From an optimization exercise on the open Yosys and OpenROAD flow, aimed at small area; shortcuts taken in it are not production practice.
Function was checked by simulation only, so behaviour that the tests miss may differ from the original.
Power and IR drop assume default switching activity.

### flow/config.mk
export PLATFORM = sky130hd
export DESIGN_NAME = SystolicCore
export DESIGN_NICKNAME = SystolicCore
export VERILOG_FILES = /design/flow/design.v
export SDC_FILE = /design/flow/constraint.sdc
export NUM_CORES = 4
export LEC_CHECK = 0
export CAP_MARGIN = 0
export CORE_MARGIN = 2
export CORE_UTILIZATION = 60
export CTS_BUF_LIST = sky130_fd_sc_hd__clkbuf_4
export CTS_CLUSTER_DIAMETER = 80
export CTS_CLUSTER_SIZE = 8
export PLACE_DENSITY = 0.7
export SLEW_MARGIN = 0
### flow/constraint.sdc
create_clock -name core_clock -period 12.0 [get_ports {clk}]
set_input_delay 2.4000 -clock core_clock [delete_from_list [all_inputs] [get_ports {clk}]]
set_output_delay 2.4000 -clock core_clock [all_outputs]
set_load 0.01 [all_outputs]
### flow/design.v
module PEv3(
    input clk,
    input rst,
    input in_en,
    input [7:0] data_horz,
    input [7:0] data_obli,
    input [7:0] data_vert,
    input active,
    input A, B, C, D, E, H,
    output logic [7:0] horz_out,
    output logic [7:0] obli_out,
    output logic bypass_en,
    output logic [7:0] opsum
    );
    parameter iWIDTH = 8;
    parameter oWIDTH = 8;
    logic [7:0] data_a_reg, data_b_reg, m_reg, psum_reg;
    logic [7:0] m_wire, a_wire, psum_mux;
    always @(posedge clk) begin
        data_a_reg <= (rst & active & A & in_en) ? data_horz : 8'd0;
        data_b_reg <= (rst & active & B & in_en) ? (H ? data_vert : data_obli) : 8'd0;
    end
    mul8lo u_mul(.a(data_a_reg), .b(data_b_reg), .p(m_wire));
    assign psum_mux = (active & C) ? psum_reg : 8'd0;
    add8 u_add(.a(m_reg), .b(psum_mux), .s(a_wire));
    always @(posedge clk) begin
        m_reg <= m_wire;
        psum_reg <= a_wire;
        opsum <= (active & D) ? a_wire : (E ? data_vert : 8'd0);
        bypass_en <= in_en;
    end
    assign horz_out = data_a_reg;
    assign obli_out = data_b_reg;
endmodule
module mul8lo(input [7:0] a, input [7:0] b, output [7:0] p);
  wire w1, w2, w3, w4, w5, w6, w7, w8, w9, w10, w11, w12, w13, w14, w15, w16, w17, w18, w19, w20, w21, w22, w23, w24, w25, w26, w27, w28, w29, w30, w31, w32, w33, w34, w35, w36, w37, w38, w39, w40, w41, w42;
  assign p[0] = (a[0] & b[0]);
  assign w1 = (a[0] & b[1]) ^ (a[1] & b[0]);
  assign w2 = (a[0] & b[1]) & (a[1] & b[0]);
  assign p[1] = w1;
  assign w3 = (a[0] & b[2]) ^ (a[1] & b[1]) ^ (a[2] & b[0]);
  assign w4 = ((a[0] & b[2]) & (a[1] & b[1])) | ((a[0] & b[2]) & (a[2] & b[0])) | ((a[1] & b[1]) & (a[2] & b[0]));
  assign w5 = w2 ^ w3;
  assign w6 = w2 & w3;
  assign p[2] = w5;
  assign w7 = (a[0] & b[3]) ^ (a[1] & b[2]) ^ (a[2] & b[1]);
  assign w8 = ((a[0] & b[3]) & (a[1] & b[2])) | ((a[0] & b[3]) & (a[2] & b[1])) | ((a[1] & b[2]) & (a[2] & b[1]));
  assign w9 = (a[3] & b[0]) ^ w4 ^ w6;
  assign w10 = ((a[3] & b[0]) & w4) | ((a[3] & b[0]) & w6) | (w4 & w6);
  assign w11 = w7 ^ w9;
  assign w12 = w7 & w9;
  assign p[3] = w11;
  assign w13 = (a[0] & b[4]) ^ (a[1] & b[3]) ^ (a[2] & b[2]);
  assign w14 = ((a[0] & b[4]) & (a[1] & b[3])) | ((a[0] & b[4]) & (a[2] & b[2])) | ((a[1] & b[3]) & (a[2] & b[2]));
  assign w15 = (a[3] & b[1]) ^ (a[4] & b[0]) ^ w8;
  assign w16 = ((a[3] & b[1]) & (a[4] & b[0])) | ((a[3] & b[1]) & w8) | ((a[4] & b[0]) & w8);
  assign w17 = w10 ^ w12 ^ w13;
  assign w18 = (w10 & w12) | (w10 & w13) | (w12 & w13);
  assign w19 = w15 ^ w17;
  assign w20 = w15 & w17;
  assign p[4] = w19;
  assign w21 = (a[0] & b[5]) ^ (a[1] & b[4]) ^ (a[2] & b[3]);
  assign w22 = ((a[0] & b[5]) & (a[1] & b[4])) | ((a[0] & b[5]) & (a[2] & b[3])) | ((a[1] & b[4]) & (a[2] & b[3]));
  assign w23 = (a[3] & b[2]) ^ (a[4] & b[1]) ^ (a[5] & b[0]);
  assign w24 = ((a[3] & b[2]) & (a[4] & b[1])) | ((a[3] & b[2]) & (a[5] & b[0])) | ((a[4] & b[1]) & (a[5] & b[0]));
  assign w25 = w14 ^ w16 ^ w18;
  assign w26 = (w14 & w16) | (w14 & w18) | (w16 & w18);
  assign w27 = w20 ^ w21 ^ w23;
  assign w28 = (w20 & w21) | (w20 & w23) | (w21 & w23);
  assign w29 = w25 ^ w27;
  assign w30 = w25 & w27;
  assign p[5] = w29;
  assign w31 = (a[0] & b[6]) ^ (a[1] & b[5]) ^ (a[2] & b[4]);
  assign w32 = ((a[0] & b[6]) & (a[1] & b[5])) | ((a[0] & b[6]) & (a[2] & b[4])) | ((a[1] & b[5]) & (a[2] & b[4]));
  assign w33 = (a[3] & b[3]) ^ (a[4] & b[2]) ^ (a[5] & b[1]);
  assign w34 = ((a[3] & b[3]) & (a[4] & b[2])) | ((a[3] & b[3]) & (a[5] & b[1])) | ((a[4] & b[2]) & (a[5] & b[1]));
  assign w35 = (a[6] & b[0]) ^ w22 ^ w24;
  assign w36 = ((a[6] & b[0]) & w22) | ((a[6] & b[0]) & w24) | (w22 & w24);
  assign w37 = w26 ^ w28 ^ w30;
  assign w38 = (w26 & w28) | (w26 & w30) | (w28 & w30);
  assign w39 = w31 ^ w33 ^ w35;
  assign w40 = (w31 & w33) | (w31 & w35) | (w33 & w35);
  assign w41 = w37 ^ w39;
  assign w42 = w37 & w39;
  assign p[6] = w41;
  assign p[7] = (a[0] & b[7]) ^ (a[1] & b[6]) ^ (a[2] & b[5]) ^ (a[3] & b[4]) ^ (a[4] & b[3]) ^ (a[5] & b[2]) ^ (a[6] & b[1]) ^ (a[7] & b[0]) ^ w32 ^ w34 ^ w36 ^ w38 ^ w40 ^ w42;
endmodule
module add8(input [7:0] a, input [7:0] b, output [7:0] s);
  wire [7:0] c;
  assign s[0] = a[0] ^ b[0];
  assign c[0] = a[0] & b[0];
  genvar i;
  generate for (i = 1; i < 8; i = i + 1) begin : g_bit
    assign s[i] = a[i] ^ b[i] ^ c[i-1];
    assign c[i] = (a[i] & b[i]) | (a[i] & c[i-1]) | (b[i] & c[i-1]);
  end endgenerate
endmodule
module ACv2(
    input clk,
    input rst,
    input [7:0] ipsum,
    input bn_param_in_en,
    input [15:0] bn_param_in,
    input [2:0] config_bits,
    input in_en,
    input F,
    output [7:0] data_out,
    output logic data_out_en,
    output logic [15:0] bn_param_out,
    output logic bn_param_out_en
    );
    parameter IN_WIDTH = 8;
    parameter ACC_WIDTH = 8;
    parameter BN_SCALE_WIDTH = 8;
    parameter BN_SHIFT_WIDTH = 8;
    logic [7:0] ipsum_reg, psum_reg, add_node, bn_node;
    logic [15:0] bn_param_reg;
    logic in_en_dly;
    always @(posedge clk) begin
        ipsum_reg <= (rst & in_en) ? ipsum : 8'd0;
        psum_reg <= add_node;
        in_en_dly <= in_en;
        if (~rst)
            bn_param_reg <= 16'd0;
        else if (bn_param_in_en)
            bn_param_reg <= bn_param_in;
        bn_param_out_en <= bn_param_in_en;
        bn_param_out <= bn_param_in;
    end
    wire [7:0] acc_sum;
    add8 u_acc(.a(ipsum_reg), .b(psum_reg), .s(acc_sum));
    assign add_node = (config_bits[2] & in_en_dly) ? acc_sum : ipsum_reg;
    muladd8lo u_bn(.a(add_node), .b(bn_param_reg[15:8]), .c(bn_param_reg[7:0]), .p(bn_node));
    assign data_out = config_bits[0] ? bn_node : add_node;
    assign data_out_en = F;
endmodule
module muladd8lo(input [7:0] a, input [7:0] b, input [7:0] c, output [7:0] p);
  wire w1, w2, w3, w4, w5, w6, w7, w8, w9, w10, w11, w12, w13, w14, w15, w16, w17, w18, w19, w20, w21, w22, w23, w24, w25, w26, w27, w28, w29, w30, w31, w32, w33, w34, w35, w36, w37, w38, w39, w40, w41, w42, w43, w44, w45, w46, w47, w48, w49, w50, w51, w52, w53, w54, w55, w56, w57, w58, w59, w60, w61, w62, w63, w64, w65, w66, w67, w68, w69, w70, w71, w72, w73, w74, w75, w76, w77, w78, w79, w80, w81, w82, w83, w84, w85, w86, w87, w88;
  assign w1 = (a[0] & b[5]) ^ (a[1] & b[4]);
  assign w2 = (a[0] & b[5]) & (a[1] & b[4]);
  assign w3 = (a[0] & b[6]) ^ (a[1] & b[5]) ^ (a[2] & b[4]);
  assign w4 = ((a[0] & b[6]) & (a[1] & b[5])) | ((a[0] & b[6]) & (a[2] & b[4])) | ((a[1] & b[5]) & (a[2] & b[4]));
  assign w5 = (a[3] & b[3]) ^ (a[4] & b[2]);
  assign w6 = (a[3] & b[3]) & (a[4] & b[2]);
  assign w7 = (a[0] & b[3]) ^ (a[1] & b[2]);
  assign w8 = (a[0] & b[3]) & (a[1] & b[2]);
  assign w9 = (a[0] & b[4]) ^ (a[1] & b[3]) ^ (a[2] & b[2]);
  assign w10 = ((a[0] & b[4]) & (a[1] & b[3])) | ((a[0] & b[4]) & (a[2] & b[2])) | ((a[1] & b[3]) & (a[2] & b[2]));
  assign w11 = (a[3] & b[1]) ^ (a[4] & b[0]);
  assign w12 = (a[3] & b[1]) & (a[4] & b[0]);
  assign w13 = w1 ^ (a[2] & b[3]) ^ (a[3] & b[2]);
  assign w14 = (w1 & (a[2] & b[3])) | (w1 & (a[3] & b[2])) | ((a[2] & b[3]) & (a[3] & b[2]));
  assign w15 = (a[4] & b[1]) ^ (a[5] & b[0]) ^ c[5];
  assign w16 = ((a[4] & b[1]) & (a[5] & b[0])) | ((a[4] & b[1]) & c[5]) | ((a[5] & b[0]) & c[5]);
  assign w17 = w3 ^ w5 ^ (a[5] & b[1]);
  assign w18 = (w3 & w5) | (w3 & (a[5] & b[1])) | (w5 & (a[5] & b[1]));
  assign w19 = (a[6] & b[0]) ^ c[6] ^ w2;
  assign w20 = ((a[6] & b[0]) & c[6]) | ((a[6] & b[0]) & w2) | (c[6] & w2);
  assign w21 = (a[0] & b[2]) ^ (a[1] & b[1]);
  assign w22 = (a[0] & b[2]) & (a[1] & b[1]);
  assign w23 = w7 ^ (a[2] & b[1]) ^ (a[3] & b[0]);
  assign w24 = (w7 & (a[2] & b[1])) | (w7 & (a[3] & b[0])) | ((a[2] & b[1]) & (a[3] & b[0]));
  assign w25 = w9 ^ w11 ^ c[4];
  assign w26 = (w9 & w11) | (w9 & c[4]) | (w11 & c[4]);
  assign w27 = w13 ^ w15 ^ w10;
  assign w28 = (w13 & w15) | (w13 & w10) | (w15 & w10);
  assign w29 = w17 ^ w19 ^ w14;
  assign w30 = (w17 & w19) | (w17 & w14) | (w19 & w14);
  assign w31 = (a[0] & b[1]) ^ (a[1] & b[0]);
  assign w32 = (a[0] & b[1]) & (a[1] & b[0]);
  assign w33 = w21 ^ (a[2] & b[0]) ^ c[2];
  assign w34 = (w21 & (a[2] & b[0])) | (w21 & c[2]) | ((a[2] & b[0]) & c[2]);
  assign w35 = w23 ^ c[3] ^ w22;
  assign w36 = (w23 & c[3]) | (w23 & w22) | (c[3] & w22);
  assign w37 = w25 ^ w8 ^ w24;
  assign w38 = (w25 & w8) | (w25 & w24) | (w8 & w24);
  assign w39 = w27 ^ w12 ^ w26;
  assign w40 = (w27 & w12) | (w27 & w26) | (w12 & w26);
  assign w41 = w29 ^ w16 ^ w28;
  assign w42 = (w29 & w16) | (w29 & w28) | (w16 & w28);
  assign w43 = (a[0] & b[0]) & c[0];
  assign w44 = (a[0] & b[0]) ^ c[0];
  assign w45 = w31 & c[1];
  assign w46 = w31 ^ c[1];
  assign w47 = w33 & w32;
  assign w48 = w33 ^ w32;
  assign w49 = w35 & w34;
  assign w50 = w35 ^ w34;
  assign w51 = w37 & w36;
  assign w52 = w37 ^ w36;
  assign w53 = w39 & w38;
  assign w54 = w39 ^ w38;
  assign w55 = w41 & w40;
  assign w56 = w41 ^ w40;
  assign w57 = w45 | (w46 & w43);
  assign w58 = w46 & w44;
  assign w59 = w49 | (w50 & w47);
  assign w60 = w50 & w48;
  assign w61 = w53 | (w54 & w51);
  assign w62 = w54 & w52;
  assign w63 = w47 | (w48 & w57);
  assign w64 = w48 & w58;
  assign w65 = w59 | (w60 & w57);
  assign w66 = w60 & w58;
  assign w67 = w55 | (w56 & w61);
  assign w68 = w56 & w62;
  assign w69 = w51 | (w52 & w65);
  assign w70 = w52 & w66;
  assign w71 = w61 | (w62 & w65);
  assign w72 = w62 & w66;
  assign w73 = w67 | (w68 & w65);
  assign w74 = w68 & w66;
  assign p[0] = w44;
  assign p[1] = w46 ^ w43;
  assign p[2] = w48 ^ w57;
  assign p[3] = w50 ^ w63;
  assign p[4] = w52 ^ w65;
  assign p[5] = w54 ^ w69;
  assign p[6] = w56 ^ w71;
  assign w75 = (a[0] & b[7]) ^ (a[1] & b[6]);
  assign w76 = (a[2] & b[5]) ^ (a[3] & b[4]);
  assign w77 = (a[4] & b[3]) ^ (a[5] & b[2]);
  assign w78 = (a[6] & b[1]) ^ (a[7] & b[0]);
  assign w79 = c[7] ^ w4;
  assign w80 = w6 ^ w18;
  assign w81 = w20 ^ w30;
  assign w82 = w75 ^ w76;
  assign w83 = w77 ^ w78;
  assign w84 = w79 ^ w80;
  assign w85 = w81 ^ w42;
  assign w86 = w82 ^ w83;
  assign w87 = w84 ^ w85;
  assign w88 = w86 ^ w87;
  assign p[7] = w88 ^ w73;
endmodule
`timescale 1ns / 1ps
module SystolicBank_v2(
	clk,
	rst,
	in_en,
	conv_mm,
	isac,
	isrelu,
	isbn,
	active_1,
	active_2,
	active_3,
	data_in_horz_1,
	data_in_horz_2,
	data_in_horz_3,
	data_in_obli_1,
	data_in_obli_2,
	data_in_obli_3,
	data_in_obli_4,
	data_in_obli_5,
	data_in_obli_6,
	bn_param_in,
	bn_param_in_en,
	A_1,
	A_2,
	A_3,
	A_4,
	B_1,
	B_2,
	B_3,
	B_4,
	C_1,
	C_2,
	C_3,
	C_4,
	D_1,
	D_2,
	D_3,
	D_4,
	E_1,
	E_2,
	E_3,
	E_4,
	F_1,
	F_2,
	F_3,
	F_4,
	G_1,
	G_2,
	G_3,
	G_4,
	H_1,
	H_2,
	H_3,
	H_4,
	dout_en_1,
	dout_en_2,
	dout_en_3,
	dout_en_4,
	dout_1,
	dout_2,
	dout_3,
	dout_4
);
	parameter nCols = 4;
	parameter nRows = 3;
	parameter iWidth = 8;
	parameter oWidth = 8;
	localparam MODE_CONV = 0; localparam MODE_MM = 1;
	input clk, rst, in_en, conv_mm, isac, isrelu, isbn;
	input active_1;
	input active_2;
	input active_3;
	input [7:0] data_in_horz_1;
	input [7:0] data_in_horz_2;
	input [7:0] data_in_horz_3;
	input [7:0] data_in_obli_1;
	input [7:0] data_in_obli_2;
	input [7:0] data_in_obli_3;
	input [7:0] data_in_obli_4;
	input [7:0] data_in_obli_5;
	input [7:0] data_in_obli_6;
	input [15:0] bn_param_in;
	input bn_param_in_en;
	input A_1;
	input A_2;
	input A_3;
	input A_4;
	input B_1;
	input B_2;
	input B_3;
	input B_4;
	input C_1;
	input C_2;
	input C_3;
	input C_4;
	input D_1;
	input D_2;
	input D_3;
	input D_4;
	input E_1;
	input E_2;
	input E_3;
	input E_4;
	input F_1;
	input F_2;
	input F_3;
	input F_4;
	input G_1;
	input G_2;
	input G_3;
	input G_4;
	input H_1;
	input H_2;
	input H_3;
	input H_4;
	output [7:0] dout_1;
	output [7:0] dout_2;
	output [7:0] dout_3;
	output [7:0] dout_4;
	output dout_en_1;
	output dout_en_2;
	output dout_en_3;
	output dout_en_4;
	logic bypass_en_1_0;
	logic bypass_en_1_1;
	logic bypass_en_1_2;
	logic bypass_en_1_3;
	logic bypass_en_1_4;
	logic bypass_en_2_0;
	logic bypass_en_2_1;
	logic bypass_en_2_2;
	logic bypass_en_2_3;
	logic bypass_en_2_4;
	logic bypass_en_3_0;
	logic bypass_en_3_1;
	logic bypass_en_3_2;
	logic bypass_en_3_3;
	logic bypass_en_3_4;
	logic [7:0] data_in_vert_1_1;
	logic [7:0] data_in_vert_1_2;
	logic [7:0] data_in_vert_1_3;
	logic [7:0] data_in_vert_1_4;
	logic [7:0] data_in_vert_2_1;
	logic [7:0] data_in_vert_2_2;
	logic [7:0] data_in_vert_2_3;
	logic [7:0] data_in_vert_2_4;
	logic [7:0] data_in_vert_3_1;
	logic [7:0] data_in_vert_3_2;
	logic [7:0] data_in_vert_3_3;
	logic [7:0] data_in_vert_3_4;
	logic [7:0] data_in_vert_4_1;
	logic [7:0] data_in_vert_4_2;
	logic [7:0] data_in_vert_4_3;
	logic [7:0] data_in_vert_4_4;
	logic [7:0] data_in_horz_1_0;
	logic [7:0] data_in_horz_1_1;
	logic [7:0] data_in_horz_1_2;
	logic [7:0] data_in_horz_1_3;
	logic [7:0] data_in_horz_1_4;
	logic [7:0] data_in_horz_2_0;
	logic [7:0] data_in_horz_2_1;
	logic [7:0] data_in_horz_2_2;
	logic [7:0] data_in_horz_2_3;
	logic [7:0] data_in_horz_2_4;
	logic [7:0] data_in_horz_3_0;
	logic [7:0] data_in_horz_3_1;
	logic [7:0] data_in_horz_3_2;
	logic [7:0] data_in_horz_3_3;
	logic [7:0] data_in_horz_3_4;
	logic [7:0] data_in_horz_4_0;
	logic [7:0] data_in_horz_4_1;
	logic [7:0] data_in_horz_4_2;
	logic [7:0] data_in_horz_4_3;
	logic [7:0] data_in_horz_4_4;
	logic [7:0] data_in_obli_1_0;
	logic [7:0] data_in_obli_1_1;
	logic [7:0] data_in_obli_1_2;
	logic [7:0] data_in_obli_1_3;
	logic [7:0] data_in_obli_1_4;
	logic [7:0] data_in_obli_2_0;
	logic [7:0] data_in_obli_2_1;
	logic [7:0] data_in_obli_2_2;
	logic [7:0] data_in_obli_2_3;
	logic [7:0] data_in_obli_2_4;
	logic [7:0] data_in_obli_3_0;
	logic [7:0] data_in_obli_3_1;
	logic [7:0] data_in_obli_3_2;
	logic [7:0] data_in_obli_3_3;
	logic [7:0] data_in_obli_3_4;
	logic [7:0] data_in_obli_4_0;
	logic [7:0] data_in_obli_4_1;
	logic [7:0] data_in_obli_4_2;
	logic [7:0] data_in_obli_4_3;
	logic [7:0] data_in_obli_4_4;
	logic [15:0] bn_param_out_1;
	logic [15:0] bn_param_out_2;
	logic [15:0] bn_param_out_3;
	logic [15:0] bn_param_out_4;
	logic bn_param_out_en_1;
	logic bn_param_out_en_2;
	logic bn_param_out_en_3;
	logic bn_param_out_en_4;
	assign data_in_vert_4_1 = (conv_mm == MODE_CONV)? 0: data_in_obli_3;
	assign data_in_vert_4_2 = (conv_mm == MODE_CONV)? 0: data_in_obli_4;
	assign data_in_vert_4_3 = (conv_mm == MODE_CONV)? 0: data_in_obli_5;
	assign data_in_vert_4_4 = (conv_mm == MODE_CONV)? 0: data_in_obli_6;
	assign bypass_en_1_0 = in_en;
	assign bypass_en_2_0 = in_en;
	assign bypass_en_3_0 = in_en;
	assign data_in_horz_1_0 = data_in_horz_1;
	assign data_in_horz_2_0 = data_in_horz_2;
	assign data_in_horz_3_0 = data_in_horz_3;
	assign data_in_obli_2_0 = (conv_mm == MODE_CONV)? data_in_obli_1: 0;
	assign data_in_obli_3_0 = (conv_mm == MODE_CONV)? data_in_obli_2: 0;
	assign data_in_obli_4_0 = (conv_mm == MODE_CONV)? data_in_obli_3: 0;
	assign data_in_obli_4_1 = (conv_mm == MODE_CONV)? data_in_obli_4: 0;
	assign data_in_obli_4_2 = (conv_mm == MODE_CONV)? data_in_obli_5: 0;
	assign data_in_obli_4_3 = (conv_mm == MODE_CONV)? data_in_obli_6: 0;
	PEv3 # (.iWIDTH(iWidth), .oWIDTH(oWidth)) p_1_1(.clk(clk), .rst(rst), .in_en(bypass_en_1_0), .data_vert(data_in_vert_2_1), .active(active_1), .data_horz(data_in_horz_1_0), .data_obli(data_in_obli_2_0), .A(A_1), .B(B_1), .C(C_1), .D(D_1), .E(E_1), .H(H_1), .horz_out(data_in_horz_1_1), .obli_out(data_in_obli_1_1), .bypass_en(bypass_en_1_1), .opsum(data_in_vert_1_1));
	PEv3 # (.iWIDTH(iWidth), .oWIDTH(oWidth)) p_1_2(.clk(clk), .rst(rst), .in_en(bypass_en_1_1), .data_vert(data_in_vert_2_2), .active(active_1), .data_horz(data_in_horz_1_1), .data_obli(data_in_obli_2_1), .A(A_2), .B(B_2), .C(C_2), .D(D_2), .E(E_2), .H(H_2), .horz_out(data_in_horz_1_2), .obli_out(data_in_obli_1_2), .bypass_en(bypass_en_1_2), .opsum(data_in_vert_1_2));
	PEv3 # (.iWIDTH(iWidth), .oWIDTH(oWidth)) p_1_3(.clk(clk), .rst(rst), .in_en(bypass_en_1_2), .data_vert(data_in_vert_2_3), .active(active_1), .data_horz(data_in_horz_1_2), .data_obli(data_in_obli_2_2), .A(A_3), .B(B_3), .C(C_3), .D(D_3), .E(E_3), .H(H_3), .horz_out(data_in_horz_1_3), .obli_out(data_in_obli_1_3), .bypass_en(bypass_en_1_3), .opsum(data_in_vert_1_3));
	PEv3 # (.iWIDTH(iWidth), .oWIDTH(oWidth)) p_1_4(.clk(clk), .rst(rst), .in_en(bypass_en_1_3), .data_vert(data_in_vert_2_4), .active(active_1), .data_horz(data_in_horz_1_3), .data_obli(data_in_obli_2_3), .A(A_4), .B(B_4), .C(C_4), .D(D_4), .E(E_4), .H(H_4), .horz_out(data_in_horz_1_4), .obli_out(data_in_obli_1_4), .bypass_en(bypass_en_1_4), .opsum(data_in_vert_1_4));
	PEv3 # (.iWIDTH(iWidth), .oWIDTH(oWidth)) p_2_1(.clk(clk), .rst(rst), .in_en(bypass_en_2_0), .data_vert(data_in_vert_3_1), .active(active_2), .data_horz(data_in_horz_2_0), .data_obli(data_in_obli_3_0), .A(A_1), .B(B_1), .C(C_1), .D(D_1), .E(E_1), .H(H_1), .horz_out(data_in_horz_2_1), .obli_out(data_in_obli_2_1), .bypass_en(bypass_en_2_1), .opsum(data_in_vert_2_1));
	PEv3 # (.iWIDTH(iWidth), .oWIDTH(oWidth)) p_2_2(.clk(clk), .rst(rst), .in_en(bypass_en_2_1), .data_vert(data_in_vert_3_2), .active(active_2), .data_horz(data_in_horz_2_1), .data_obli(data_in_obli_3_1), .A(A_2), .B(B_2), .C(C_2), .D(D_2), .E(E_2), .H(H_2), .horz_out(data_in_horz_2_2), .obli_out(data_in_obli_2_2), .bypass_en(bypass_en_2_2), .opsum(data_in_vert_2_2));
	PEv3 # (.iWIDTH(iWidth), .oWIDTH(oWidth)) p_2_3(.clk(clk), .rst(rst), .in_en(bypass_en_2_2), .data_vert(data_in_vert_3_3), .active(active_2), .data_horz(data_in_horz_2_2), .data_obli(data_in_obli_3_2), .A(A_3), .B(B_3), .C(C_3), .D(D_3), .E(E_3), .H(H_3), .horz_out(data_in_horz_2_3), .obli_out(data_in_obli_2_3), .bypass_en(bypass_en_2_3), .opsum(data_in_vert_2_3));
	PEv3 # (.iWIDTH(iWidth), .oWIDTH(oWidth)) p_2_4(.clk(clk), .rst(rst), .in_en(bypass_en_2_3), .data_vert(data_in_vert_3_4), .active(active_2), .data_horz(data_in_horz_2_3), .data_obli(data_in_obli_3_3), .A(A_4), .B(B_4), .C(C_4), .D(D_4), .E(E_4), .H(H_4), .horz_out(data_in_horz_2_4), .obli_out(data_in_obli_2_4), .bypass_en(bypass_en_2_4), .opsum(data_in_vert_2_4));
	PEv3 # (.iWIDTH(iWidth), .oWIDTH(oWidth)) p_3_1(.clk(clk), .rst(rst), .in_en(bypass_en_3_0), .data_vert(data_in_vert_4_1), .active(active_3), .data_horz(data_in_horz_3_0), .data_obli(data_in_obli_4_0), .A(A_1), .B(B_1), .C(C_1), .D(D_1), .E(E_1), .H(H_1), .horz_out(data_in_horz_3_1), .obli_out(data_in_obli_3_1), .bypass_en(bypass_en_3_1), .opsum(data_in_vert_3_1));
	PEv3 # (.iWIDTH(iWidth), .oWIDTH(oWidth)) p_3_2(.clk(clk), .rst(rst), .in_en(bypass_en_3_1), .data_vert(data_in_vert_4_2), .active(active_3), .data_horz(data_in_horz_3_1), .data_obli(data_in_obli_4_1), .A(A_2), .B(B_2), .C(C_2), .D(D_2), .E(E_2), .H(H_2), .horz_out(data_in_horz_3_2), .obli_out(data_in_obli_3_2), .bypass_en(bypass_en_3_2), .opsum(data_in_vert_3_2));
	PEv3 # (.iWIDTH(iWidth), .oWIDTH(oWidth)) p_3_3(.clk(clk), .rst(rst), .in_en(bypass_en_3_2), .data_vert(data_in_vert_4_3), .active(active_3), .data_horz(data_in_horz_3_2), .data_obli(data_in_obli_4_2), .A(A_3), .B(B_3), .C(C_3), .D(D_3), .E(E_3), .H(H_3), .horz_out(data_in_horz_3_3), .obli_out(data_in_obli_3_3), .bypass_en(bypass_en_3_3), .opsum(data_in_vert_3_3));
	PEv3 # (.iWIDTH(iWidth), .oWIDTH(oWidth)) p_3_4(.clk(clk), .rst(rst), .in_en(bypass_en_3_3), .data_vert(data_in_vert_4_4), .active(active_3), .data_horz(data_in_horz_3_3), .data_obli(data_in_obli_4_3), .A(A_4), .B(B_4), .C(C_4), .D(D_4), .E(E_4), .H(H_4), .horz_out(data_in_horz_3_4), .obli_out(data_in_obli_3_4), .bypass_en(bypass_en_3_4), .opsum(data_in_vert_3_4));
	ACv2 # (.IN_WIDTH(oWidth), .ACC_WIDTH(oWidth), .BN_SCALE_WIDTH(oWidth), .BN_SHIFT_WIDTH(oWidth)) ac_1(.clk(clk), .rst(rst), .config_bits({isac, isrelu, isbn}), .in_en(G_1), .ipsum(data_in_vert_1_1), .F(F_1), .bn_param_in_en(bn_param_in_en), .bn_param_in(bn_param_in), .bn_param_out(bn_param_out_1), .bn_param_out_en(bn_param_out_en_1), .data_out_en(dout_en_1), .data_out(dout_1));
	ACv2 # (.IN_WIDTH(oWidth), .ACC_WIDTH(oWidth), .BN_SCALE_WIDTH(oWidth), .BN_SHIFT_WIDTH(oWidth)) ac_2(.clk(clk), .rst(rst), .config_bits({isac, isrelu, isbn}), .in_en(G_2), .ipsum(data_in_vert_1_2), .F(F_2), .bn_param_in_en(bn_param_out_en_1), .bn_param_in(bn_param_out_1), .bn_param_out(bn_param_out_2), .bn_param_out_en(bn_param_out_en_2), .data_out_en(dout_en_2), .data_out(dout_2));
	ACv2 # (.IN_WIDTH(oWidth), .ACC_WIDTH(oWidth), .BN_SCALE_WIDTH(oWidth), .BN_SHIFT_WIDTH(oWidth)) ac_3(.clk(clk), .rst(rst), .config_bits({isac, isrelu, isbn}), .in_en(G_3), .ipsum(data_in_vert_1_3), .F(F_3), .bn_param_in_en(bn_param_out_en_2), .bn_param_in(bn_param_out_2), .bn_param_out(bn_param_out_3), .bn_param_out_en(bn_param_out_en_3), .data_out_en(dout_en_3), .data_out(dout_3));
	ACv2 # (.IN_WIDTH(oWidth), .ACC_WIDTH(oWidth), .BN_SCALE_WIDTH(oWidth), .BN_SHIFT_WIDTH(oWidth)) ac_4(.clk(clk), .rst(rst), .config_bits({isac, isrelu, isbn}), .in_en(G_4), .ipsum(data_in_vert_1_4), .F(F_4), .bn_param_in_en(bn_param_out_en_3), .bn_param_in(bn_param_out_3), .bn_param_out(bn_param_out_4), .bn_param_out_en(bn_param_out_en_4), .data_out_en(dout_en_4), .data_out(dout_4));
endmodule
module DFSMv2(
    input clk,
    input rst,
    input start,
    input [23:0] config_bits,
    input in_en,
    output logic start_out,
    output logic in_en_bypass,
    output logic A, B, C, D, E, F, G, H
    );
    parameter MAX_nPERIOD = 512;
    parameter MAX_nLMAC = 3072;
    parameter MAX_nSHFT = 3;
    localparam S0 = 2'd0, S1 = 2'd1, S2 = 2'd2, S0p = 2'd3;
    wire mode = config_bits[23];
    wire [8:0] config_nPeriod = config_bits[22:14];
    wire [11:0] config_nLMAC = config_bits[13:2];
    wire [1:0] config_nSHFT = config_bits[1:0];
    logic [1:0] state;
    logic [11:0] mac_count;
    logic [8:0] period_count;
    logic [2:0] F_dly;
    wire [11:0] mac_inc = mac_count + 12'd1;
    wire [8:0] period_inc = period_count + 9'd1;
    wire mac_more = mac_inc < config_nLMAC;
    wire shft_more = mac_count[1:0] < config_nSHFT - 2'd1;
    wire per_more = period_inc < config_nPeriod;
    always @(posedge clk) begin
        if (~rst) begin
            state <= S0;
            mac_count <= 12'd0;
            period_count <= 9'd0;
            F_dly <= 3'd0;
            F <= 1'b0;
        end
        else begin
            case (state)
                S0: begin
                    if (start) state <= S0p;
                    mac_count <= 12'd0;
                    period_count <= 9'd0;
                end
                S0p: begin
                    if (in_en) state <= S1;
                end
                S1: begin
                    if (!mac_more) state <= S2;
                    else if (~in_en) state <= S0p;
                    mac_count <= mac_more ? mac_inc : 12'd0;
                end
                S2: begin
                    if (!shft_more) state <= per_more ? (in_en ? S1 : S0p) : S0;
                    mac_count <= shft_more ? {10'd0, mac_count[1:0] + 2'd1} : 12'd0;
                    if (!mac_count[1]) period_count <= per_more ? period_inc : 9'd0;
                end
            endcase
            F_dly <= {F_dly[1:0], state == S2 && mac_count[1:0] == 2'd0};
            F <= F_dly[config_nSHFT - 2'd1];
        end
    end
    assign A = state == S1;
    assign B = state == S1 || state == S0p;
    always @(posedge clk) begin
        C <= state == S1 || state == S0p;
        D <= state == S1;
        E <= state == S2;
        H <= mode && state == S1;
        in_en_bypass <= in_en;
        start_out <= start;
    end
    assign G = E;
endmodule
module DFSMv3(
    input clk,
    input rst,
    input start,
    input [23:0] config_bits,
    input all_data_rdy,
    input in_en,
    output logic start_out,
    output logic in_en_bypass,
    output logic data_preread,
    output logic A, B, C, D, E, F, G, H
    );
    parameter MAX_nPERIOD = 512;
    parameter MAX_nLMAC = 3072;
    parameter MAX_nSHFT = 3;
    localparam S0 = 2'd0, S1 = 2'd1, S2 = 2'd2, S0p = 2'd3;
    wire mode = config_bits[23];
    wire [8:0] config_nPeriod = config_bits[22:14];
    wire [11:0] config_nLMAC = config_bits[13:2];
    wire [1:0] config_nSHFT = config_bits[1:0];
    logic [1:0] state;
    logic [11:0] mac_count;
    logic [8:0] period_count;
    logic [4:0] F_dly;
    wire [11:0] mac_inc = mac_count + 12'd1;
    wire [8:0] period_inc = period_count + 9'd1;
    wire mac_more = mac_inc < config_nLMAC;
    wire shft_more = mac_count[1:0] < config_nSHFT - 2'd1;
    wire per_more = period_inc < config_nPeriod;
    always @(posedge clk) begin
        if (~rst) begin
            state <= S0;
            mac_count <= 12'd0;
            period_count <= 9'd0;
            F_dly <= 5'd0;
            F <= 1'b0;
        end
        else begin
            case (state)
                S0: begin
                    if (start) state <= S0p;
                    mac_count <= 12'd0;
                    period_count <= 9'd0;
                end
                S0p: begin
                    if (all_data_rdy) state <= S1;
                end
                S1: begin
                    if (!mac_more) state <= S2;
                    else if (~all_data_rdy) state <= S0p;
                    mac_count <= mac_more ? mac_inc : 12'd0;
                end
                S2: begin
                    if (!shft_more) state <= per_more ? (all_data_rdy ? S1 : S0p) : S0;
                    mac_count <= shft_more ? {10'd0, mac_count[1:0] + 2'd1} : 12'd0;
                    if (!mac_count[1]) period_count <= per_more ? period_inc : 9'd0;
                end
            endcase
            F_dly <= {F_dly[3:0], state == S2 && mac_count[1:0] == 2'd0};
            F <= F_dly[{1'b0, config_nSHFT} + 3'd1];
        end
    end
    logic A_dly, B_dly, D_dly1, E_dly1, E_dly2, H_dly1, H_dly2;
    always @(posedge clk) begin
        A_dly <= state == S1;
        A <= A_dly;
        D_dly1 <= A;
        D <= D_dly1;
        B_dly <= state == S1 || state == S0p;
        B <= B_dly;
        C <= B;
        E_dly1 <= state == S2;
        E_dly2 <= E_dly1;
        E <= E_dly2;
        H_dly1 <= mode && state == S1;
        H_dly2 <= H_dly1;
        H <= H_dly2;
        in_en_bypass <= in_en;
        start_out <= start;
    end
    assign G = E;
    assign data_preread = state == S1;
endmodule
module SystolicCore(
	input clk,
	input rst,
	input start,
	input mode_conv_mm,
	input isac,
	input isrelu,
	input isbn,
	input [22:0] dfsm_config,
	input all_data_rdy,
	input pe_config_1_1,
	input pe_config_1_2,
	input pe_config_1_3,
	input pe_config_2_1,
	input pe_config_2_2,
	input pe_config_2_3,
	input [7:0] data_horz_1_1,
	input [7:0] data_horz_1_2,
	input [7:0] data_horz_1_3,
	input [7:0] data_horz_2_1,
	input [7:0] data_horz_2_2,
	input [7:0] data_horz_2_3,
	input [7:0] data_obli_1,
	input [7:0] data_obli_2,
	input [7:0] data_obli_3,
	input [7:0] data_obli_4,
	input [7:0] data_obli_5,
	input [7:0] data_obli_6,
	input [15:0] data_bn_1,
	input [15:0] data_bn_2,
	input data_bn_en,
	output data_preread,
	output [7:0] dout_1_1,
	output [7:0] dout_1_2,
	output [7:0] dout_1_3,
	output [7:0] dout_1_4,
	output [7:0] dout_2_1,
	output [7:0] dout_2_2,
	output [7:0] dout_2_3,
	output [7:0] dout_2_4,
	output dout_en_1_1,
	output dout_en_1_2,
	output dout_en_1_3,
	output dout_en_1_4,
	output dout_en_2_1,
	output dout_en_2_2,
	output dout_en_2_3,
	output dout_en_2_4
);
	parameter nCols = 4;
	parameter nRows = 3;
	parameter iWidth = 8;
	parameter oWidth = 8;
	parameter DFSM_MAX_nPERIOD = 512;
	parameter DFSM_MAX_nLMAC = 3072;
	parameter DFSM_MAX_nSHFT = 3;
	logic A_1, A_2, A_3, A_4;
	logic B_1, B_2, B_3, B_4;
	logic C_1, C_2, C_3, C_4;
	logic D_1, D_2, D_3, D_4;
	logic E_1, E_2, E_3, E_4;
	logic F_1, F_2, F_3, F_4;
	logic G_1, G_2, G_3, G_4;
	logic H_1, H_2, H_3, H_4;
	logic dfsm_data_en_1, dfsm_data_en_2, dfsm_data_en_3, dfsm_data_en_4;
	logic start_bypass_1, start_bypass_2, start_bypass_3, start_bypass_4;
	logic array_data_en;
	always@(posedge clk) begin
		array_data_en <= data_preread;
	end
	SystolicBank_v2 # (.iWidth(iWidth), .oWidth(oWidth), .nRows(nRows), .nCols(nCols)) bank_1(.clk(clk), .rst(rst), .in_en(array_data_en), .conv_mm(mode_conv_mm), .isac(isac), .isrelu(isrelu), .isbn(isbn), .bn_param_in_en(data_bn_en), .bn_param_in(data_bn_1), .active_1(pe_config_1_1), .active_2(pe_config_1_2), .active_3(pe_config_1_3), .data_in_horz_1(data_horz_1_1), .data_in_horz_2(data_horz_1_2), .data_in_horz_3(data_horz_1_3), .data_in_obli_1(data_obli_1), .data_in_obli_2(data_obli_2), .data_in_obli_3(data_obli_3), .data_in_obli_4(data_obli_4), .data_in_obli_5(data_obli_5), .data_in_obli_6(data_obli_6), .A_1(A_1), .A_2(A_2), .A_3(A_3), .A_4(A_4), .B_1(B_1), .B_2(B_2), .B_3(B_3), .B_4(B_4), .C_1(C_1), .C_2(C_2), .C_3(C_3), .C_4(C_4), .D_1(D_1), .D_2(D_2), .D_3(D_3), .D_4(D_4), .E_1(E_1), .E_2(E_2), .E_3(E_3), .E_4(E_4), .F_1(F_1), .F_2(F_2), .F_3(F_3), .F_4(F_4), .G_1(G_1), .G_2(G_2), .G_3(G_3), .G_4(G_4), .H_1(H_1), .H_2(H_2), .H_3(H_3), .H_4(H_4), .dout_en_1(dout_en_1_1), .dout_en_2(dout_en_1_2), .dout_en_3(dout_en_1_3), .dout_en_4(dout_en_1_4), .dout_1(dout_1_1), .dout_2(dout_1_2), .dout_3(dout_1_3), .dout_4(dout_1_4));
	SystolicBank_v2 # (.iWidth(iWidth), .oWidth(oWidth), .nRows(nRows), .nCols(nCols)) bank_2(.clk(clk), .rst(rst), .in_en(array_data_en), .conv_mm(mode_conv_mm), .isac(isac), .isrelu(isrelu), .isbn(isbn), .bn_param_in_en(data_bn_en), .bn_param_in(data_bn_2), .active_1(pe_config_2_1), .active_2(pe_config_2_2), .active_3(pe_config_2_3), .data_in_horz_1(data_horz_2_1), .data_in_horz_2(data_horz_2_2), .data_in_horz_3(data_horz_2_3), .data_in_obli_1(data_obli_1), .data_in_obli_2(data_obli_2), .data_in_obli_3(data_obli_3), .data_in_obli_4(data_obli_4), .data_in_obli_5(data_obli_5), .data_in_obli_6(data_obli_6), .A_1(A_1), .A_2(A_2), .A_3(A_3), .A_4(A_4), .B_1(B_1), .B_2(B_2), .B_3(B_3), .B_4(B_4), .C_1(C_1), .C_2(C_2), .C_3(C_3), .C_4(C_4), .D_1(D_1), .D_2(D_2), .D_3(D_3), .D_4(D_4), .E_1(E_1), .E_2(E_2), .E_3(E_3), .E_4(E_4), .F_1(F_1), .F_2(F_2), .F_3(F_3), .F_4(F_4), .G_1(G_1), .G_2(G_2), .G_3(G_3), .G_4(G_4), .H_1(H_1), .H_2(H_2), .H_3(H_3), .H_4(H_4), .dout_en_1(dout_en_2_1), .dout_en_2(dout_en_2_2), .dout_en_3(dout_en_2_3), .dout_en_4(dout_en_2_4), .dout_1(dout_2_1), .dout_2(dout_2_2), .dout_3(dout_2_3), .dout_4(dout_2_4));
	DFSMv3 # (.MAX_nPERIOD(DFSM_MAX_nPERIOD), .MAX_nLMAC(DFSM_MAX_nLMAC), .MAX_nSHFT(DFSM_MAX_nSHFT)) fsm_1(.clk(clk), .rst(rst), .config_bits({mode_conv_mm, dfsm_config}), .all_data_rdy(all_data_rdy), .in_en(array_data_en), .start(start), .data_preread(data_preread), .in_en_bypass(dfsm_data_en_1), .start_out(start_bypass_1), .A(A_1), .B(B_1), .C(C_1), .D(D_1), .E(E_1), .F(F_1), .G(G_1), .H(H_1));
	DFSMv2 # (.MAX_nPERIOD(DFSM_MAX_nPERIOD), .MAX_nLMAC(DFSM_MAX_nLMAC), .MAX_nSHFT(DFSM_MAX_nSHFT)) fsm_2(.clk(clk), .rst(rst), .config_bits({mode_conv_mm, dfsm_config}), .in_en(dfsm_data_en_1), .start(start_bypass_1), .in_en_bypass(dfsm_data_en_2), .start_out(start_bypass_2), .A(A_2), .B(B_2), .C(C_2), .D(D_2), .E(E_2), .F(F_2), .G(G_2), .H(H_2));
	DFSMv2 # (.MAX_nPERIOD(DFSM_MAX_nPERIOD), .MAX_nLMAC(DFSM_MAX_nLMAC), .MAX_nSHFT(DFSM_MAX_nSHFT)) fsm_3(.clk(clk), .rst(rst), .config_bits({mode_conv_mm, dfsm_config}), .in_en(dfsm_data_en_2), .start(start_bypass_2), .in_en_bypass(dfsm_data_en_3), .start_out(start_bypass_3), .A(A_3), .B(B_3), .C(C_3), .D(D_3), .E(E_3), .F(F_3), .G(G_3), .H(H_3));
	DFSMv2 # (.MAX_nPERIOD(DFSM_MAX_nPERIOD), .MAX_nLMAC(DFSM_MAX_nLMAC), .MAX_nSHFT(DFSM_MAX_nSHFT)) fsm_4(.clk(clk), .rst(rst), .config_bits({mode_conv_mm, dfsm_config}), .in_en(dfsm_data_en_3), .start(start_bypass_3), .in_en_bypass(dfsm_data_en_4), .start_out(start_bypass_4), .A(A_4), .B(B_4), .C(C_4), .D(D_4), .E(E_4), .F(F_4), .G(G_4), .H(H_4));
endmodule
### flow/flow/run.sh
#!/bin/bash
# The standard layout, with the port buffers made of the smallest buffer.
set -e
export BUFFER_PORTS_ARGS="-buffer_cell sky130_fd_sc_hd__buf_1"
bash standard.sh > standard_flow.log 2>&1
### flow/standard.sh
#!/bin/bash
# synth_recipe.tcl (not shown) runs the flow's synth.tcl, then flattens the netlist and writes it again
# the make line also repeats each setting of config.mk as NAME=value (left out here)
make -C /OpenROAD-flow-scripts/flow DESIGN_CONFIG=/design/flow/config.mk WORK_HOME=/design/flow/orfs CLKGATE_MAP_FILE= SYNTH_SCRIPT=/design/flow/synth_recipe.tcl "${@:-finish}"
==> impl_metrics.py, run 1 <==
metrics = {
    "run_status": {
        "status": "finished clean",
    },
    "timing": {
        "fin_setup_tns_ns": 0,
        "whs_ns": 0.325,
        "slew_headroom_pct": 19.5,
        "final-hold-violation-count": 0,
        "setup_violations": 0,
        "period_needed_ns": 10.78,
        "rsz0062_at_grt": "false",
        "tightest_slew_ns": 1.20,
        "period_share_pct": 89.8,
        "max_freq_ghz": 0.0928,
        "report.final.slew_viol_count": 0,
        "fin_skew_ns": 0.110,
    },
    "critical_path": {
        "cp-startpoint": "bank_1.ac_2.ipsum_reg[0]",
        "critPathKind": "register to output port",
        "path_max_fanout": 4,
        "r2r-start": "bank_1.p_3_1.data_b_reg[2]",
        "reg2reg_slack_ns": 6.92,
        "crit_slowest_cell": "o21ai_0",
        "max_stage_delay_ns": 0.70,
        "worst_setup_path_end_kind": "output port",
        "path_common_cell": "fa_1",
        "path_cells": "ha_1, inv_1, fa_1, fa_1, fa_1, fa_1, fa_1, fa_1, o21ai_0, and2_1, fa_1, inv_1, fa_1, fa_1, xor2_1, xnor2_1, xnor2_1, xnor2_1, xnor3_1, xnor2_1, a21oi_1, buf_1",
        "rr_endpoint": "bank_1.p_3_1.m_reg[7]",
        "r2r_cells": 17,
        "cp-start-kind": "register",
        "cp.required_ns": 9.60,
        "arrival_ns": 8.38,
    },
    "floorplanning": {
        "initial_core_util_pct": 60.5,
        "dieWidth_um": 363,
        "dieHeight_um": 363,
        "ios": 239,
        "core-area_mm2": 0.128,
        "rows": 131,
        "fp.dieArea_mm2": 0.132,
    },
    "logic_synthesis": {
        "yosysSeqAreaShare_pct": 37.8,
        "async_flop_share_pct": 0,
        "syn_avg_cell_area_um2": 10.1,
        "ys_warn_count": 5,
        "synth_cell_type_count": 59,
        "syn_nets": 8893,
        "synth_area_mm2": 0.0772,
        "syn_inst": 7647,
        "synth-edff-count": 0,
        "synth-seq-cells": 1457,
        "synthFlopType": "dfxtp_1",
    },
    "placement": {
        "post_dp_cell_area_mm2": 0.0796,
        "dp_hpwl_mm": 143,
        "gp_congestion": 0.898,
        "io_buffers": 237,
    },
    "global_route": {
        "antenna_found_initial": 17,
        "grt_start_max_net_pins": 117,
        "first_global_vias": 52600,
        "grt_pass1_wl_mm": 294,
        "overflow": 0,
        "grt_usage_pct": 28.9,
    },
    "worst_hold_path": {
        "min_to": "fsm_1.E",
        "hold_depth": 0,
        "hp-start": "fsm_1.E_dly2",
        "worst_hold_path_type": "register to register",
    },
    "cells_and_area": {
        "design_area_mm2": 0.0813,
        "drive_above_1_share_pct": 4.12,
        "layout_commonest_cell": "dfxtp_1",
        "synthToLayoutAreaGrowth_pct": 5.30,
        "final_cell_mix": "1447 x dfxtp_1, 969 x and2_1, 945 x nand2_1, 696 x fa_1, 648 x inv_1",
        "nNetsFinal": 9141,
    },
    "clocking": {
        "post_cts_resized": 0,
        "clock-sinks": 1457,
        "cts_tree": "done",
        "cts-root-buf": "clkbuf_4",
        "clkTransAtPathRegs_ns": 0.09,
        "post_cts_buffers": 0,
        "clk_path_buf_depth": 3,
        "clock_latency_ns": 1.27,
        "ctsHoldBuffers": 0,
        "cts_made_buffers": 200,
        "htreeDepth": 4,
    },
    "detailed_routing": {
        "vias": 51700,
        "viasPerCell": 5.39,
        "drt_iter0_markers": 3001,
        "post_drt_wl_per_cell_um": 19.4,
        "first_pass_iters": 5,
        "routed_wirelength_mm": 186,
        "postRouteAntennaNets": 0,
        "remaining_drc_errors": 0,
    },
    "power": {
        "max-vdd-ir-drop_uv": 108,
        "power.density_mw_per_mm2": 109,
        "leakage_nw": 36.3,
        "total_power_w": 0.00883,
    },
    "run": {
        "drv_cap": 0,
    },
}
-- through the flow --
step | instances | util [%] | setup WS (ns)
final | 9587 | 63.7 | 1.22
after global placement | 9355 | 62.4 | 1.58
after detailed placement | 9355 | 62.4 | 1.49
after floorplan | 7647 | - | 2.80
after CTS | 9573 | 63.7 | 1.05
after global routing | 9586 | 63.7 | 0.801
-- how the worst max path moves through the flow --
stage	to	slack [ns]	cells past startpoint
after floorplan	dout_2_2[7]	2.80	18
after global placement	dout_2_2[7]	1.58	17
after detailed placement	dout_2_2[7]	1.49	17
after CTS	dout_2_2[7]	1.05	22
after global routing	dout_1_2[7]	0.80	22
final	dout_1_2[7]	1.22	22
-- report_power, final --
| group | switching, W | total, W | internal, W | leakage (nW) |
|---|---|---|---|---|
| registers | 0.000314 | 0.00530 | 0.00498 | 11.8 |
| logic | 0.000738 | 0.00109 | 0.000354 | 23.5 |
| clock network | 0.00164 | 0.00244 | 0.000807 | 0.983 |
| total | 0.00269 | 0.00883 | 0.00614 | 36.3 |
-- synthesized netlist by cell type (all sizes together), types with 104 or more instances --
cell    count  area share, %
nand2     946            4.6
nor2b     252            2.0
inv       648            3.1
a21oi     112           0.73
nand3     104           0.67
dfxtp    1457             38
and3      262            2.1
and2      969            7.9
clkbuf    194           0.94
ha        384            6.2
xnor2     402            4.6
mux2i     265            3.5
o21ai     263            1.7
xor2      144            1.6
nor2      227            1.1
fa        696             18
-- area by class of cell --
| type | instances | area [µm²] |
|---|---|---|
| Fill cell | 10600 | 46400 |
| Multi-Input combinational cell | 5313 | 44700 |
| Sequential cell | 1457 | 29200 |
| Inverter | 648 | 2430 |
| Tap cell | 1662 | 2080 |
| Clock buffer | 203 | 1520 |
| Timing Repair Buffer | 275 | 1190 |
| Clock inverter | 15 | 130 |
| Antenna cell | 14 | 35.0 |
-- per-layer routing --
metal	vias up	wire length (µm)	GRT usage (%)
met5	-	0	0
li1	24500	-	-
met2	1469	86000	46.0
met4	0	6220	10.7
met1	25300	82800	39.9
met3	322	11200	4.49
-- cells by family after synthesis --
logic type                 Yosys count  synth area share, %
xor gates and xnor gates           562                 6.66
AOI/OAI and AO/OA                  548                 4.15
DFF                               1457                 37.8
muxes                              287                 3.81
and+or+nand+nor                   2836                 19.1
adders and majority gates         1080                 24.3
buffers and inverters              877                 4.29
-- worst max-delay path: cells and delay by family, from the launching register on --
family	cells	cell delay [ns]
AOI/OAI and AO/OA	2	0.90
xor gates and xnor gates	6	1.18
adders and majority gates	10	4.22
buffers and inverters	3	0.33
DFF	1	0.34
and+or+nand+nor	1	0.26
==> run 2: changes to the inputs <==
--- a/flow/config.mk
+++ b/flow/config.mk
@@ -10,5 +10,5 @@
 export CORE_UTILIZATION = 60
 export CTS_BUF_LIST = sky130_fd_sc_hd__clkbuf_4
-export CTS_CLUSTER_DIAMETER = 80
+export CTS_CLUSTER_DIAMETER = 60
 export CTS_CLUSTER_SIZE = 8
 export PLACE_DENSITY = 0.7
==> run 2 against run 1 <==
  * Non-clock buffer count is the same
  * Design area grew 0.28%
  * Die area is the same
  * Via count is essentially flat
  * Combinational power is essentially flat
  * Critical path type unchanged
  * Highest routed layer unchanged
==> impl_metrics.py, run 2 <==
metrics = {
    "run_status": {
        "status": "finished clean",
    },
    "timing": {
        "fin_skew_ns": 0.0916,
        "period_share_pct": 89.7,
        "report.final.slew_viol_count": 0,
        "tightest_slew_ns": 1.27,
        "final-hold-violation-count": 0,
        "slew_headroom_pct": 14.8,
        "max_freq_ghz": 0.0929,
        "fin_setup_tns_ns": 0,
        "setup_violations": 0,
        "period_needed_ns": 10.77,
        "rsz0062_at_grt": "false",
    },
    "critical_path": {
        "r2r-start": "bank_1.p_3_1.data_b_reg[2]",
        "crit_end": "dout_1_2[7]",
        "cp.required_ns": 9.60,
        "reg2reg_slack_ns": 6.94,
        "arrival_ns": 8.37,
        "path_max_fanout": 4,
        "critPathKind": "register to output port",
        "worst_setup_path_end_kind": "output port",
        "cp-start-kind": "register",
        "cp-startpoint": "bank_1.ac_2.psum_reg[0]",
        "r2r_cells": 17,
        "rr_endpoint": "bank_1.p_3_1.m_reg[7]",
    },
    "placement": {
        "post_dp_cell_area_mm2": 0.0796,
        "gp_congestion": 0.898,
        "dp_hpwl_mm": 143,
        "io_buffers": 237,
        "dp_cells": 9355,
    },
    "logic_synthesis": {
        "synth_area_mm2": 0.0772,
        "syn_avg_cell_area_um2": 10.1,
        "synth-seq-cells": 1457,
        "synth.most_common_cell": "dfxtp_1",
        "async_flop_share_pct": 0,
        "yosys.area.top_type_share_pct": 37.8,
        "yosysTopAreaCell": "dfxtp_1",
        "synthTopCellsByCount": "1457 x dfxtp_1, 969 x and2_1, 945 x nand2_1",
        "synth_cell_type_count": 59,
        "synth-edff-count": 0,
        "ys_warn_count": 5,
        "synth_area_leaders": "dfxtp_1 38%, fa_1 18%, and2_1 7.9%, ha_1 6.2%, nand2_1 4.6%",
        "yosysSeqAreaShare_pct": 37.8,
        "synthFlopType": "dfxtp_1",
        "syn_nets": 8893,
        "syn_inst": 7647,
    },
    "global_route": {
        "overflow": 0,
        "grt_pass1_wl_mm": 294,
        "grt_usage_pct": 28.9,
        "first_global_vias": 52700,
        "antenna_found_initial": 21,
        "grt_start_max_net_pins": 117,
    },
    "power": {
        "power.density_mw_per_mm2": 110,
        "leakage_nw": 36.4,
        "max-vdd-ir-drop_uv": 106,
    },
    "cells_and_area": {
        "design_area_mm2": 0.0815,
        "utilization_pct": 63.9,
        "fin_cells": 9606,
        "regArea_mm2": 0.0292,
        "final_cell_mix": "1447 x dfxtp_1, 969 x and2_1, 945 x nand2_1, 696 x fa_1, 648 x inv_1",
        "nFillCells": 10500,
        "multi_input_area_mm2": 0.0447,
        "nNetsFinal": 9144,
        "drive_above_1_share_pct": 4.25,
        "synthToLayoutAreaGrowth_pct": 5.59,
        "layout_commonest_cell": "dfxtp_1",
    },
    "floorplanning": {
        "dieHeight_um": 363,
        "rows": 131,
        "core-area_mm2": 0.128,
        "ios": 239,
        "initial_core_util_pct": 60.5,
        "dieWidth_um": 363,
        "fp.dieArea_mm2": 0.132,
    },
    "detailed_routing": {
        "first_pass_iters": 7,
        "routed_wirelength_mm": 186,
        "remaining_drc_errors": 0,
        "vias": 51700,
        "drt_iter0_markers": 3412,
        "viasPerCell": 5.38,
        "post_drt_wl_per_cell_um": 19.4,
        "postRouteAntennaNets": 0,
    },
    "run": {
        "drv_cap": 0,
    },
    "clocking": {
        "clock-sinks": 1457,
        "clock_latency_ns": 1.26,
        "cts_tree": "done",
        "cts_made_buffers": 203,
        "htreeDepth": 4,
        "ctsHoldBuffers": 0,
        "clkTransAtPathRegs_ns": 0.09,
        "post_cts_buffers": 0,
        "clk_path_buf_depth": 3,
        "cts-root-buf": "clkbuf_4",
        "post_cts_resized": 0,
    },
    "worst_hold_path": {
        "hold_depth": 0,
        "worst_hold_path_type": "register to register",
    },
}
==> run 2: cell counts after synthesis <==
No cell type changed its count.
==> run 2: cells by family (layout without fill, tap and decap cells) <==
logic type,after synthesis,count (layout),share of synthesized area [%]
simple gates,2836,2836,19.1
flops,1457,1457,37.8
fa+ha+maj,1080,1080,24.3
buf+inv,877,1155,4.29
xor+xnor,562,562,6.66
compound gates,548,548,4.15
mux,287,287,3.81
other cells,0,19,0
==> run 2: layout make-up <==
cell class                 count  share of cell area (%)
multi-input combinational   5313                    54.9
tap                         1662                    2.55
timing repair buffer         275                    1.46
clock inverter                19                   0.336
antenna                       19                  0.0583
sequential                  1457                    35.8
clock buffer                 213                    1.96
inverter                     648                    2.98
==> run 2: stage by stage <==
stage          setup WS [ns]  hold WS [ns]  total power (W)
2_1_floorplan           2.80         0.310          0.00601
3_3_place_gp            1.58         0.310          0.00646
3_5_place_dp            1.49         0.312          0.00649
4_1_cts                 1.04         0.327          0.00905
5_1_grt                0.789         0.327          0.00937
6_report                1.23         0.325          0.00899
==> run 2: worst min-delay path by stage <==
stage,start,end
after floorplan,fsm_1.B_dly,fsm_1.B
after global placement,fsm_1.H_dly2,fsm_1.H
after detailed placement,fsm_1.H_dly1,fsm_1.H_dly2
after CTS,fsm_1.E_dly2,fsm_1.E
after global routing,fsm_1.E_dly2,fsm_1.E
final,fsm_1.E_dly2,fsm_1.E
==> run 2: routing by layer <==
layer | global-route usage, % | part of all wire (%) | vias to the layer above | routed length [µm]
met5 | 0 | 0 | - | 0
met4 | 10.8 | 3.3 | 0 | 6240
met3 | 4.37 | 6.0 | 342 | 11200
met2 | 46.1 | 46 | 1508 | 86100
met1 | 39.9 | 44 | 25300 | 82700
li1 | - | - | 24600 | -
==> run 2: power breakdown <==
group	internal (W)	leakage, nW	switching [W]
registers	0.00498	11.8	0.000314
logic	0.000354	23.5	0.000741
clock network	0.000969	1.11	0.00163
total	0.00631	36.4	0.00269
==> run 2: critical path: stages (launching register included) <==
cell and delay (ns):
dfxtp_1 0.33, ha_1 0.14, inv_1 0.06, fa_1 0.45
fa_1 0.46, fa_1 0.46, fa_1 0.47, fa_1 0.47
fa_1 0.49, o21ai_0 0.67, and2_1 0.26, fa_1 0.39
inv_1 0.09, fa_1 0.44, fa_1 0.45, xor2_1 0.18
xnor2_1 0.17, xnor2_1 0.16, xnor2_1 0.16, xnor3_1 0.37
xnor2_1 0.14, a21oi_1 0.20, buf_1 0.18
==> run 3: changes to the inputs <==
--- a/flow/config.mk
+++ b/flow/config.mk
@@ -11,5 +11,5 @@
 export CTS_BUF_LIST = sky130_fd_sc_hd__clkbuf_4
 export CTS_CLUSTER_DIAMETER = 60
-export CTS_CLUSTER_SIZE = 8
+export CTS_CLUSTER_SIZE = 9
 export PLACE_DENSITY = 0.7
 export SLEW_MARGIN = 0
==> run 3 against run 2 <==
  * Combinational power about the same
  * Non-clock buffer count unchanged
  * Critical path depth unchanged
  * Via count down 0.24%
  * Critical path type unchanged
  * Still clean
==> impl_metrics.py, run 3 <==
metrics = {
    "logic_synthesis": {
        "synth_fa_ha_area_share_pct": 24.3,
        "syn_inst": 7647,
        "yosysSeqAreaShare_pct": 37.8,
        "synthTopCellsByCount": "1457 x dfxtp_1, 969 x and2_1, 945 x nand2_1",
        "syn_nets": 8893,
        "synth-seq-cells": 1457,
        "ys_warn_count": 5,
        "yosysTopAreaCell": "dfxtp_1",
        "synthFlopType": "dfxtp_1",
        "synth_area_mm2": 0.0772,
        "synth_xor_area_share_pct": 6.66,
        "syn_avg_cell_area_um2": 10.1,
        "synth-edff-count": 0,
        "muxShareOfSynthArea_pct": 3.81,
        "synth_compound_area_share_pct": 4.15,
        "synth_area_leaders": "dfxtp_1 38%, fa_1 18%, and2_1 7.9%, ha_1 6.2%, nand2_1 4.6%",
        "yosys.area.top_type_share_pct": 37.8,
        "async_flop_share_pct": 0,
        "synth.most_common_cell": "dfxtp_1",
        "synthSimpleGateAreaFrac_pct": 19.1,
        "synth_cell_type_count": 59,
        "synth_top_family_by_area": "adder cells",
    },
    "timing": {
        "setup_violations": 0,
        "whs_ns": 0.298,
        "fin_skew_ns": 0.0857,
        "fin_setup_tns_ns": 0,
        "report.final.slew_viol_count": 0,
        "max_freq_ghz": 0.0930,
        "period_needed_ns": 10.76,
        "slew_headroom_pct": 19.2,
        "final-hold-violation-count": 0,
        "period_share_pct": 89.6,
        "tightest_slew_ns": 1.21,
        "rsz0062_at_grt": "false",
    },
    "detailed_routing": {
        "postRouteAntennaNets": 0,
        "vias": 51600,
        "post_drt_wl_per_cell_um": 19.4,
        "drt_iter0_markers": 3149,
        "remaining_drc_errors": 0,
        "first_pass_iters": 6,
        "viasPerCell": 5.38,
        "routed_wirelength_mm": 186,
    },
    "floorplanning": {
        "dieHeight_um": 363,
        "dieWidth_um": 363,
        "initial_core_util_pct": 60.5,
        "ios": 239,
        "core-area_mm2": 0.128,
        "rows": 131,
        "fp.dieArea_mm2": 0.132,
    },
    "critical_path": {
        "cp-start-kind": "register",
        "arrival_ns": 8.36,
        "cp.required_ns": 9.60,
        "path_max_fanout": 4,
        "critPathKind": "register to output port",
        "worst_setup_path_end_kind": "output port",
    },
    "placement": {
        "dp_hpwl_mm": 143,
        "dp_cells": 9355,
        "io_buffers": 237,
        "gp_congestion": 0.898,
    },
    "cells_and_area": {
        "layout_commonest_cell": "dfxtp_1",
        "synthToLayoutAreaGrowth_pct": 5.43,
        "nNetsFinal": 9127,
        "final_cell_mix": "1447 x dfxtp_1, 969 x and2_1, 945 x nand2_1, 696 x fa_1, 648 x inv_1",
        "drive_above_1_share_pct": 4.09,
        "nFillCells": 10600,
        "fin_cells": 9593,
    },
    "clocking": {
        "clk_path_buf_depth": 3,
        "post_cts_buffers": 0,
        "cts_made_buffers": 186,
        "cts-root-buf": "clkbuf_4",
        "clock-sinks": 1457,
        "clock_latency_ns": 1.25,
        "ctsHoldBuffers": 0,
        "post_cts_resized": 0,
        "htreeDepth": 4,
        "clkTransAtPathRegs_ns": 0.11,
        "cts_tree": "done",
    },
    "worst_hold_path": {
        "worst_hold_path_type": "register to register",
    },
    "power": {
        "power.density_mw_per_mm2": 109,
        "internal_power_w": 0.00621,
        "p_sw_w": 0.00270,
        "switching_share_pct": 30.3,
        "p_seq_share_pct": 59.5,
        "clkPwrFrac_pct": 28.2,
        "power_frac_comb_pct": 12.3,
        "leakage_nw": 36.3,
        "max-vdd-ir-drop_uv": 104,
    },
    "global_route": {
        "grt_usage_pct": 28.8,
        "grt_start_max_net_pins": 117,
        "first_global_vias": 52500,
        "antenna_found_initial": 19,
        "overflow": 0,
        "grt_pass1_wl_mm": 294,
    },
    "run_status": {
        "status": "finished clean",
    },
    "run": {
        "drv_cap": 0,
    },
}
[run 3: area by class of cell]
type | count | area [µm²] | share of cell area [%]
Clock buffer | 193 | 1450 | 1.78
Multi-Input combinational cell | 5313 | 44700 | 55.0
Tap cell | 1662 | 2080 | 2.55
Timing Repair Buffer | 275 | 1190 | 1.46
Antenna cell | 14 | 35.0 | 0.0430
Inverter | 648 | 2430 | 2.99
Clock inverter | 31 | 307 | 0.377
Sequential cell | 1457 | 29200 | 35.8
[run 3: stage by stage]
step	instance area (µm²)	total power, W	util, %	setup WS (ns)
floorplan	77200	0.00601	-	2.80
global placement	79600	0.00646	62.4	1.58
detailed placement	79600	0.00649	62.4	1.49
CTS	81400	0.00896	63.7	1.04
global route	81400	0.00928	63.8	0.771
finish	81400	0.00890	63.8	1.24
[run 3: worst paths after layout]
path	from	end	slack, ns	cells past startpoint
hold / removal	fsm_1.start_out	fsm_2.start_out	0.30	0
setup / recovery	bank_1.ac_2.psum_reg[0]	dout_1_2[7]	1.24	22
hold reg to reg	fsm_1.start_out	fsm_2.start_out	0.30	0
setup reg to reg	bank_1.p_3_1.data_a_reg[0]	bank_1.p_3_1.m_reg[7]	6.90	17
[run 3: kinds of logic (layout without fill, tap and decap cells)]
logic type / after synthesis / in the layout
and+or+nand+nor: 2836 / 2836
adders and majority gates: 1080 / 1080
buffers and inverters: 877 / 1147
AOI/OAI and AO/OA: 548 / 548
muxes: 287 / 287
DFF: 1457 / 1457
other: 0 / 14
xor gates and xnor gates: 562 / 562
[run 3: power by group through the flow]
stage                     clock network [W]  registers, W  logic (W)
after floorplan                           0       0.00518   0.000836
after global placement                    0       0.00540    0.00106
after detailed placement                  0       0.00541    0.00108
after CTS                           0.00258       0.00530    0.00108
after global routing                0.00277       0.00532    0.00119
final                               0.00251       0.00530    0.00109
[run 3: layer usage]
layer | up-vias | part of all wire (%) | track usage (%) | wire, µm
met4 | 0 | 3.4 | 10.6 | 6250
met5 | - | 0 | 0 | 0
met1 | 25300 | 45 | 39.9 | 83300
met2 | 1391 | 46 | 45.9 | 85900
li1 | 24500 | - | - | -
met3 | 329 | 5.8 | 4.48 | 10700
[run 3: critical path: stages, from the launching register on]
cell and delay [ns]:
dfxtp_1 0.34, ha_1 0.14, inv_1 0.06, fa_1 0.45
fa_1 0.46, fa_1 0.46, fa_1 0.47, fa_1 0.47
fa_1 0.49, o21ai_0 0.65, and2_1 0.26, fa_1 0.40
inv_1 0.09, fa_1 0.44, fa_1 0.45, xor2_1 0.18
xnor2_1 0.16, xnor2_1 0.16, xnor2_1 0.16, xnor3_1 0.37
xnor2_1 0.14, a21oi_1 0.20, buf_1 0.18

==> re-timing with driven ports <==
The flow's constraints put no driver on any port. The routed layouts listed below were extracted and timed again, unchanged, in two steps. Step 1 assumes that a clkbuf_16 drives the clock port and a buf_2 every other input. Step 2, shift: input delay + t, output delay - t, t = (earliest + latest rising clock arrival at the registers) / 2. This alone moves slack from input paths to output paths. a / b / c = ideal ports / drivers / drivers and shift; a / b = the first two.
run | t, ns | slack for setup (ns) | worst register clock-pin slew, ns
run 1 | 1.291 | 1.221 / 1.147 / 1.508 | 0.11 / 0.11
run 2 | 1.284 | 1.232 / 1.157 / 1.520 | 0.12 / 0.12
run 3 | 1.274 | 1.244 / 1.170 / 1.475 | 0.11 / 0.11
After both steps every run listed still meets setup and hold.
